Source: an optimization exercise on an open RTL-to-GDS flow (aim: small area). Production flows keep margins and buffers that such runs may drop.
Only simulation tests tie the RTL to the original design; equivalence was not proved.
The clock input has no modelled driver; a real chip could not lean on it and would need a root buffer or a full tree.
Power and IR drop assume default switching activity.

## stopwatch
module stopwatch (
    input clk,
    input pb_rst,
    input pb_pause,
    input sw_select,
    input sw_mode,
    output [6:0] seven_seg,
    output [3:0] anode_count,
    output [1:0] Led
);
==> module stopwatch, before the edit <==
module stopwatch (
    input clk,
    input pb_rst,
    input pb_pause,
    input sw_select,
    input sw_mode,
    output [6:0] seven_seg,
    output [3:0] anode_count,
    output [1:0] Led
);
  wire rst = pb_rst;
  reg [4:0] q;
  reg [9:0] b;
  reg [3:0] d;
  wire slot_end = q[4] & q[3];
  wire [10:0] b_inc = {1'b0, b} + {10'd0, slot_end};
  wire tick = b_inc[10];
  wire [4:0] d_inc = {1'b0, d} + {4'd0, tick};
  wire d_wrap = d_inc[4];
  always @(posedge clk) begin
    if (rst) begin
      q <= 5'b10010;
      b <= 10'd1023;
      d <= 4'd6;
    end else begin
      q <= ~{q[3:0], q[4]};
      b <= b_inc[9:0] | {5'd0, tick, tick, 3'd0};
      d <= d_inc[3:0] | {1'b0, d_wrap, d_wrap, 1'b0};
    end
  end
  wire clk10 = d[0] ^ tick;
  wire d_first  = ~d[3] & ~d[0];
  wire d_second = ~d[2] & d[1] & d[0];
  reg [16:0] p;
  reg pause;
  wire p_x = (p == 17'h05555);
  always @(posedge clk) begin
    if (rst | ~pb_pause) p <= 17'h155d4;
    else p <= {~p[15:0], (p[16] ^ p[13]) | p_x};
    if (rst) pause <= 1'b0;
    else if (p_x) pause <= ~pause;
  end
  reg [3:0] s1;
  reg [2:0] s10;
  reg [3:0] m1;
  reg [2:0] m10;
  wire upd = tick & ~pause & (d_first | (sw_mode & d_second));
  wire selmin = sw_mode & sw_select;
  wire s1_9 = s1[3] & s1[0];
  wire s_max = s1_9 & s10[2] & s10[0];
  wire m1_9 = m1[3] & m1[0];
  wire m_max = m1_9 & m10[2] & m10[0];
  wire m_63 = m10[2] & m10[1] & m1[1] & m1[0];
  wire s_inc = upd & ~selmin;
  wire m_inc = upd & (selmin | s_max);
  always @(posedge clk) begin
    if (rst) begin
      s1 <= 4'd0;
      s10 <= 3'd0;
      m1 <= 4'd0;
      m10 <= 3'd0;
    end else begin
      if (s_inc) begin
        if (s1_9) begin
          s1 <= 4'd0;
          s10 <= (s10[2] & s10[0]) ? 3'd0 : s10 + 3'd1;
        end else s1 <= s1 + 4'd1;
      end
      if (m_inc) begin
        if ((m_max & s_max) | m_63) begin
          m1 <= 4'd0;
          m10 <= 3'd0;
        end else if (m1_9) begin
          m1 <= 4'd0;
          m10 <= m10 + 3'd1;
        end else m1 <= m1 + 4'd1;
      end
    end
  end
  reg [3:0] dig;
  always @(*) begin
    case (b[1:0])
      2'd3: dig = {1'b0, m10};
      2'd0: dig = m1;
      2'd1: dig = {1'b0, s10};
      default: dig = s1;
    endcase
  end
  reg [6:0] seg;
  always @(*) begin
    case (dig)
      4'd0: seg = 7'b0000001;
      4'd1: seg = 7'b1001111;
      4'd2: seg = 7'b0010010;
      4'd3: seg = 7'b0000110;
      4'd4: seg = 7'b1001100;
      4'd5: seg = 7'b0100100;
      4'd6: seg = 7'b0100000;
      4'd7: seg = 7'b0001111;
      4'd8: seg = 7'b0000000;
      4'd9: seg = 7'b0000100;
      default: seg = 7'b1111111;
    endcase
  end
  wire show_min = b[1] ~^ b[0];
  wire blank = clk10 & sw_mode & ~pause & ~(sw_select ^ show_min);
  assign seven_seg = seg | {7{blank}};
  assign anode_count = {b[1:0] != 2'd3, b[1:0] != 2'd0, b[1:0] != 2'd1, b[1:0] != 2'd2};
  assign Led = {pause, rst};
endmodule
clock: 10.0 ns
lec_check: 0
cap_margin: 20
core_margin: 2
core_utilization: 40
slew_margin: 20
standard.sh (not shown) runs the stock make flow with config.mk's settings and CLKGATE_MAP_FILE= SYNTH_SCRIPT=/design/flow/synth_recipe.tcl, a recipe that flattens the netlist after the stock synthesis.
==> flow/flow/run.sh <==
#!/bin/bash
# Own layout flow: the standard ORFS flow, with
#  - synthesis mapped by an area-oriented abc script (flow/abc.script) and no
#    half/full-adder extraction; everything else in synth_recipe.tcl unchanged
#  - small buffers on the ports
#  - a clock tree of one buffer (flow/pre_cts.tcl)
set -euo pipefail
W=$PWD
cat > $W/my_synth.tcl <<EOS
proc abc {args} {
  set i [lsearch -exact \$args -script]
  if {\$i >= 0} { set args [lreplace \$args [expr {\$i + 1}] [expr {\$i + 1}] $W/flow/abc.script] }
  yosys abc {*}\$args
}
source $W/synth_recipe.tcl
EOS
export FLOW_CLK_BUF=sky130_fd_sc_hd__clkbuf_8
export FLOW_CLK_K=3
bash standard.sh SYNTH_SCRIPT=$W/my_synth.tcl ADDER_MAP_FILE= \
  "BUFFER_PORTS_ARGS=-buffer_cell sky130_fd_sc_hd__buf_1" \
  PRE_CTS_TCL=$W/flow/pre_cts.tcl \
  finish > $W/standard.log 2>&1
Other scripts of this flow, unchanged in this note and not shown: flow/flow/abc.script, flow/flow/pre_cts.tcl
Change:
--- a/flow/design.v
+++ b/flow/design.v
@@ -7,25 +7,25 @@
     output [6:0] seven_seg,
     output [3:0] anode_count,
     output [1:0] Led
 );
   wire rst = pb_rst;
-  reg [4:0] q;
+  reg [3:0] q;
   reg [9:0] b;
   reg [3:0] d;
-  wire slot_end = q[4] & q[3];
+  wire slot_end = ~q[2] & ~q[1] & ~q[0];
   wire [10:0] b_inc = {1'b0, b} + {10'd0, slot_end};
   wire tick = b_inc[10];
   wire [4:0] d_inc = {1'b0, d} + {4'd0, tick};
   wire d_wrap = d_inc[4];
   always @(posedge clk) begin
     if (rst) begin
-      q <= 5'b10010;
+      q <= 4'b0111;
       b <= 10'd1023;
       d <= 4'd6;
     end else begin
-      q <= ~{q[3:0], q[4]};
+      q <= {~q[2:0], q[3] ^ (q[2] & ~q[0])};
       b <= b_inc[9:0] | {5'd0, tick, tick, 3'd0};
       d <= d_inc[3:0] | {1'b0, d_wrap, d_wrap, 1'b0};
     end
   end
   wire clk10 = d[0] ^ tick;
=> The changed run produced a clean layout. Power went down by 9.1%. Design area went down by 0.36%. Synthesized cell count decreases by 1.8%. Fmax goes up by 2.9%. Cell count decreases by 1.4%. Utilization falls by 0.16 points. Critical path depth came out higher by 4. Worst setup slack gets better by 0.16 ns. Die area went down by 0.37%. Sequential power fell by about 6%. Synthesized area fell by 0.39%. Via count goes down by 2.6%.
No run of this note takes its clock network from TritonCTS; it comes from the design's own scripts or RTL.

what the ideal ports hide:
The results above use ideal ports. As a check the final layouts listed here were re-extracted and re-timed, cells and wires unchanged.
Step 1 sets driving cells, clkbuf_16 on the clock port and buf_2 on the other inputs (assumed; they add their load-dependent delay and slew).
Step 2 also shifts input and output timing later by t, the mid clock arrival at the registers, as if the neighbouring blocks saw the same clock.
a / b / c = no drivers / after step 1 / after step 2; a / b = the first two.
run	t (ns)	setup slack, ns	hold slack, ns	slew at the worst register clock pin (ns)	cell pins on the clock port's net
the first run	0.198	4.306 / 4.269 / 4.269	0.382 / 0.382 / 0.382	0.10 / 0.10	3
the second run	0.205	4.468 / 4.420 / 4.625	0.375 / 0.375 / 0.375	0.12 / 0.12	3
After both steps every run listed still meets setup and hold. For the first run, which loses most, drivers alone change the setup slack by -0.037 ns; drivers and shift together by -0.037 ns.
